This design comes from an exercise in tuning for small area and a short achievable clock period on the open sky130 flow, not from production work.
Where RTL was checked, it was by simulation tests only, not by an equivalence proof against the original.

## jh_efield
module jh_efield(
	input rst,
	input clock,
	input [26:0] r,				 
	input [26:0] V_right,				 
	input [26:0] V_left,					 
	input [26:0] V_top,		 
	input [26:0] V_bottom,	 
	output [26:0] fdtd_result
);
clock: 17.0 ns
lec_check: 0
abc_area: 0
cap_margin: 20
core_margin: 2
core_utilization: 40
slew_margin: 20
run.sh (not shown) runs the stock make flow with config.mk's settings and CLKGATE_MAP_FILE= SYNTH_SCRIPT=/design/flow/synth_recipe.tcl, a recipe that flattens the netlist after the stock synthesis.
The starting point went through all stages and came out clean.
Then changed:
ABC_AREA = 1   (was 0)
CORE_UTILIZATION = 65   (was 40)
SETUP_SLACK_MARGIN = 5   (was default)
Outcome: The changed run produced a clean layout. Critical path depth rose by 13. Die area came out lower by 40%. Wire length falls by 7.9%. Design area came out lower by 4.6%. Worst hold slack is worse by 0.035 ns.
Then changed:
CORE_UTILIZATION = 40   (was 65)
SETUP_SLACK_MARGIN = default   (was 5)
The changed run passed the timing, DRC and antenna checks.
Hold slack improved by 0.024 ns.
First-iteration DRC count goes down by about a fifth.
Flip-flop and latch count is unchanged.
Die area goes up by well over a third.
Critical path depth goes up by 10.
Global-route usage goes down by 12 points.
Clock skew stays flat.
Wire length goes up by a few percent.
Function was not checked in any run of this note: the RTL went through the layout flow alone.

* * *

jh_efield, a different RTL version from the one above (not shown whole).
For scale: roughly 12000 cells after synthesis, ~160 I/O pins.
clock: 17.0 ns
lec_check: 0
abc_area: 1
cap_margin: 20
core_margin: 2
core_utilization: 50
cts_cluster_diameter: 100
cts_cluster_size: 30
place_density: 0.85
slew_margin: 20
standard.sh (not shown) runs the stock make flow with config.mk's settings and CLKGATE_MAP_FILE= SYNTH_SCRIPT=/design/flow/synth_recipe.tcl, a recipe that flattens the netlist after the stock synthesis.
==> flow/flow/run.sh <==
#!/bin/bash
# Layout flow: the standard flow (standard.sh) with two changes:
# - synthesis does not map adders onto the library's full/half-adder cells
#   (ADDER_MAP_FILE left empty), so ABC maps and times that logic with the rest;
# - timing repair (floorplan, CTS and global-route steps) aims for 11 ns of
#   setup slack instead of 0 (SETUP_SLACK_MARGIN), so that it works on the
#   paths that set the period the design achieves. The clock period and the
#   constraints are the design's, unchanged.
set -euo pipefail
cd "$(dirname "$0")/.."
export ADDER_MAP_FILE=
export SETUP_SLACK_MARGIN=11
bash standard.sh > standard.log 2>&1
Edit:
- GPL_ROUTABILITY_DRIVEN: default -> 0
Core utilization shrinks by 0.49 points.
Synthesized cell count does not change.
Synthesized area does not change.
Edit:
- CTS_CLUSTER_DIAMETER: 100 -> default
- CTS_CLUSTER_SIZE: 30 -> default
- GPL_ROUTABILITY_DRIVEN: 0 -> default
- PLACE_DENSITY: 0.85 -> 0.75
Setup slack loses 0.022 ns.
Routed wire length came out higher by 17%.
Clock-buffer cell count climbs by 35.
Register-to-register slack gets better by 0.06 ns.
Synthesized cell count is unchanged.
Final area increases by 4.7%.
Cell count rose by 0.86%.
Edit:
- PLACE_DENSITY: 0.75 -> 0.85
Outcome: Worst setup slack got worse by 0.060 ns. Final cell count is lower by 0.49%. Area after synthesis stays the same. Hold slack hardly moves. Global-route usage went down by 3.6 points. Cell area goes down by 2.6%. Die area stays the same. Utilization decreases by 1.5 points. Routed wire length falls by 10%. Fmax fell by 0.99%.

* * *

== run 1 ==
jh_efield, a different RTL version from the one above (not shown whole).
Size in the first run: ~420 flip-flops, about 160 I/O pins.
Settings: LEC_CHECK=0, ABC_AREA=1, CAP_MARGIN=20, CORE_MARGIN=2, CORE_UTILIZATION=50, SLEW_MARGIN=20; clock period 17.0 ns.
==> flow/flow/run.sh <==
#!/bin/bash
# Layout flow: the standard flow (standard.sh) with two changes:
# - synthesis does not map adders onto the library's full/half-adder cells
#   (ADDER_MAP_FILE left empty), so ABC maps and times that logic with the rest;
# - timing repair (floorplan, CTS and global-route steps) aims for 10 ns of
#   setup slack instead of 0 (SETUP_SLACK_MARGIN), so that it works on the
#   paths that set the period the design achieves. The clock period and the
#   constraints are the design's, unchanged.
set -euo pipefail
cd "$(dirname "$0")/.."
export ADDER_MAP_FILE=
export SETUP_SLACK_MARGIN=10
bash standard.sh > standard.log 2>&1
Changes in run 2 relative to run 1:
--- a/flow/flow/run.sh
+++ b/flow/flow/run.sh
@@ -4,3 +4,3 @@
 #   (ADDER_MAP_FILE left empty), so ABC maps and times that logic with the rest;
-# - timing repair (floorplan, CTS and global-route steps) aims for 10 ns of
+# - timing repair (floorplan, CTS and global-route steps) aims for 11.5 ns of
 #   setup slack instead of 0 (SETUP_SLACK_MARGIN), so that it works on the
@@ -11,3 +11,3 @@
 export ADDER_MAP_FILE=
-export SETUP_SLACK_MARGIN=10
+export SETUP_SLACK_MARGIN=11.5
 bash standard.sh > standard.log 2>&1
## What came out
- Side by side, depth of the most critical reg-to-reg path turned out higher in run 2 than in run 1.
- Minimum clock period after layout delta (run 2 − run 1): favourable
- Across both runs, fmax was higher for run 2 than for run 1.
- Re largest fanout on the critical path: run 2 is 11 down on run 1.

* * *

jh_efield with an RTL version that a note above also has.
For scale: ~12000 cells after synthesis, ~470 flip-flops, roughly 0.065 sq mm of cells after synthesis.
Design jh_efield, start of the top module:
module jh_efield(
	input rst,
	input clock,
	input [26:0] r,				 
	input [26:0] V_right,				 
	input [26:0] V_left,					 
	input [26:0] V_top,		 
	input [26:0] V_bottom,	 
	output [26:0] fdtd_result
);
	wire [7:0] tb_dAB, rl_dAB;
	wire [8:0] tb_dBA, rl_dBA;
	fpa_esub es12 (.eA(V_top[25:18]), .eB(V_bottom[25:18]), .dAB(tb_dAB), .dBA(tb_dBA));
	fpa_esub es3 (.eA(V_right[25:18]), .eB(V_left[25:18]), .dAB(rl_dAB), .dBA(rl_dBA));
	reg [26:0] s0_top, s0_bot, s0_rgt, s0_lft;
	reg [7:0]  s0_tb_dAB, s0_rl_dAB;
	reg [8:0]  s0_tb_dBA, s0_rl_dBA;
	always @(posedge clock) begin
		s0_top <= V_top; s0_bot <= V_bottom;
		s0_rgt <= V_right; s0_lft <= V_left;
		s0_tb_dAB <= tb_dAB; s0_tb_dBA <= tb_dBA;
		s0_rl_dAB <= rl_dAB; s0_rl_dBA <= rl_dBA;
	end
	wire       s0_tb_gt, s0_rl_gt;
	wire [4:0] s0_tb_d5, s0_rl_d5;
	fpa_dsel ds12 (.dAB(s0_tb_dAB), .dBA(s0_tb_dBA), .a_gt(s0_tb_gt), .d5(s0_tb_d5));
	fpa_dsel ds3 (.dAB(s0_rl_dAB), .dBA(s0_rl_dBA), .a_gt(s0_rl_gt), .d5(s0_rl_d5));
	wire        s0_tb_Ss, s0_tb_Sz, s0_rl_Ss, s0_rl_Sz;
	wire [26:0] s0_tb_L, s0_rl_L;
	wire [16:0] s0_tb_Sf, s0_rl_Sf;
	fpa_swap swap12 (.in_A(s0_top), .in_B(s0_bot), .a_gt(s0_tb_gt), .L(s0_tb_L), .S_s(s0_tb_Ss),
	                 .S_f(s0_tb_Sf), .S_z(s0_tb_Sz));
	fpa_swap swap3 (.in_A(s0_rgt), .in_B(s0_lft), .a_gt(s0_rl_gt), .L(s0_rl_L), .S_s(s0_rl_Ss),
	                .S_f(s0_rl_Sf), .S_z(s0_rl_Sz));
	reg  [26:1] r_q1, c1r_q2;
	reg  [19:0] c3_q2;
	wire [26:0] c1r;
	fp_mul_c1 mul0 (.in_A({r_q1, 1'b0}), .out_Prod(c1r));
	wire [17:0] c1f = {1'b1, c1r[17:1]};
	always @(posedge clock) begin
		r_q1 <= r[26:1];
		c1r_q2 <= c1r[26:1];
  ...
clock: 17.0 ns
lec_check: 0
abc_area: 1
cap_margin: 20
core_margin: 2
core_utilization: 50
cts_buf_list: sky130_fd_sc_hd__clkbuf_8
place_density: 0.75
slew_margin: 20
==> flow/flow/run.sh <==
#!/bin/bash
# Layout flow: the standard flow (standard.sh) with two changes:
# - synthesis does not map adders onto the library's full/half-adder cells
#   (ADDER_MAP_FILE left empty), so ABC maps and times that logic with the rest;
# - timing repair (floorplan, CTS and global-route steps) aims for 11 ns of
#   setup slack instead of 0 (SETUP_SLACK_MARGIN), so that it works on the
#   paths that set the period the design achieves. The clock period and the
#   constraints are the design's, unchanged.
set -euo pipefail
cd "$(dirname "$0")/.."
export ADDER_MAP_FILE=
export SETUP_SLACK_MARGIN=11
bash standard.sh > standard.log 2>&1
The first run finished clean.
Then changed:
--- a/flow/config.mk
+++ b/flow/config.mk
@@ -10,5 +10,6 @@
 export CORE_MARGIN = 2
-export CORE_UTILIZATION = 50
-export CTS_BUF_LIST = sky130_fd_sc_hd__clkbuf_8
-export PLACE_DENSITY = 0.75
+export CORE_UTILIZATION = 65
+export CTS_CLUSTER_DIAMETER = 100
+export CTS_CLUSTER_SIZE = 30
+export PLACE_DENSITY = 0.85
 export SLEW_MARGIN = 20
Effect:
- setup slack is worse by 0.053 ns
- via count is higher by 2.1%
- clock skew goes up by 0.016 ns
- global-route usage rises by 7.2 points
- synthesized cell count is unchanged
- utilization rises by 15 points
Then changed:
--- a/flow/config.mk
+++ b/flow/config.mk
@@ -10,6 +10,4 @@
 export CORE_MARGIN = 2
-export CORE_UTILIZATION = 65
-export CTS_CLUSTER_DIAMETER = 100
-export CTS_CLUSTER_SIZE = 30
-export PLACE_DENSITY = 0.85
+export CORE_UTILIZATION = 50
+export PLACE_DENSITY = 0.95
 export SLEW_MARGIN = 20
After rerunning: The changed run completed without violations. First-iteration DRC count came out higher by 20%. Setup slack degrades by 0.12 ns. Flip-flop and latch count does not change.
Then changed:
--- a/flow/flow/run.sh
+++ b/flow/flow/run.sh
@@ -4,3 +4,3 @@
 #   (ADDER_MAP_FILE left empty), so ABC maps and times that logic with the rest;
-# - timing repair (floorplan, CTS and global-route steps) aims for 11 ns of
+# - timing repair (floorplan, CTS and global-route steps) aims for 11.25 ns of
 #   setup slack instead of 0 (SETUP_SLACK_MARGIN), so that it works on the
@@ -11,3 +11,3 @@
 export ADDER_MAP_FILE=
-export SETUP_SLACK_MARGIN=11
+export SETUP_SLACK_MARGIN=11.25
 bash standard.sh > standard.log 2>&1
--- a/flow/config.mk
+++ b/flow/config.mk
@@ -11,3 +11,5 @@
 export CORE_UTILIZATION = 50
-export PLACE_DENSITY = 0.95
+export CTS_CLUSTER_DIAMETER = 100
+export CTS_CLUSTER_SIZE = 30
+export PLACE_DENSITY = 0.85
 export SLEW_MARGIN = 20
Outcome: The new run completed with no timing, DRC or antenna violations; routed wire length rose by about 1.2%; area after synthesis does not change; flip-flop and latch count stays the same.

## what the ideal ports hide
The results above use ideal ports. As a check the final layouts listed here were re-extracted and re-timed, cells and wires unchanged. Step 1, drivers: a clkbuf_16 drives clock and a buf_2 each remaining input, both assumed. Step 2 also shifts input and output timing later by t, the mid clock arrival at the registers, as if the neighbouring blocks saw the same clock. Slacks: ideal ports / drivers / drivers and shift; pairs: ideal ports / drivers.
| run | t, ns | slack for setup (ns) | worst register clock-pin slew, ns |
|---|---|---|---|
| the first run of note 1 | 0.700 | 5.086 / 5.086 / 5.086 | 0.07 / 0.07 |
| the second run of note 1 | 0.655 | 6.143 / 6.143 / 6.143 | 0.07 / 0.07 |
| the third run of note 1 | 0.699 | 4.648 / 4.648 / 4.648 | 0.07 / 0.07 |
| the first run of note 2 | 0.736 | 11.131 / 11.056 / 11.199 | 0.11 / 0.11 |
| the second run of note 2 | 0.711 | 11.094 / 11.020 / 11.101 | 0.11 / 0.11 |
| the third run of note 2 | 0.748 | 11.071 / 10.988 / 11.112 | 0.07 / 0.07 |
| the fourth run of note 2 | 0.734 | 11.012 / 10.937 / 11.147 | 0.08 / 0.08 |
| run 1 | 0.726 | 10.362 / 10.362 / 10.362 | 0.07 / 0.07 |
| run 2 | 0.740 | 11.050 / 11.050 / 11.050 | 0.08 / 0.08 |
| the first run of note 4 | 0.868 | 11.109 / 11.030 / 11.137 | 0.08 / 0.08 |
| the second run of note 4 | 0.722 | 11.057 / 10.980 / 11.082 | 0.12 / 0.12 |
| the third run of note 4 | 0.734 | 10.939 / 10.939 / 10.939 | 0.08 / 0.08 |
| the fourth run of note 4 | 0.738 | 11.254 / 11.213 / 11.254 | 0.11 / 0.11 |
After both steps every run listed still meets setup and hold.
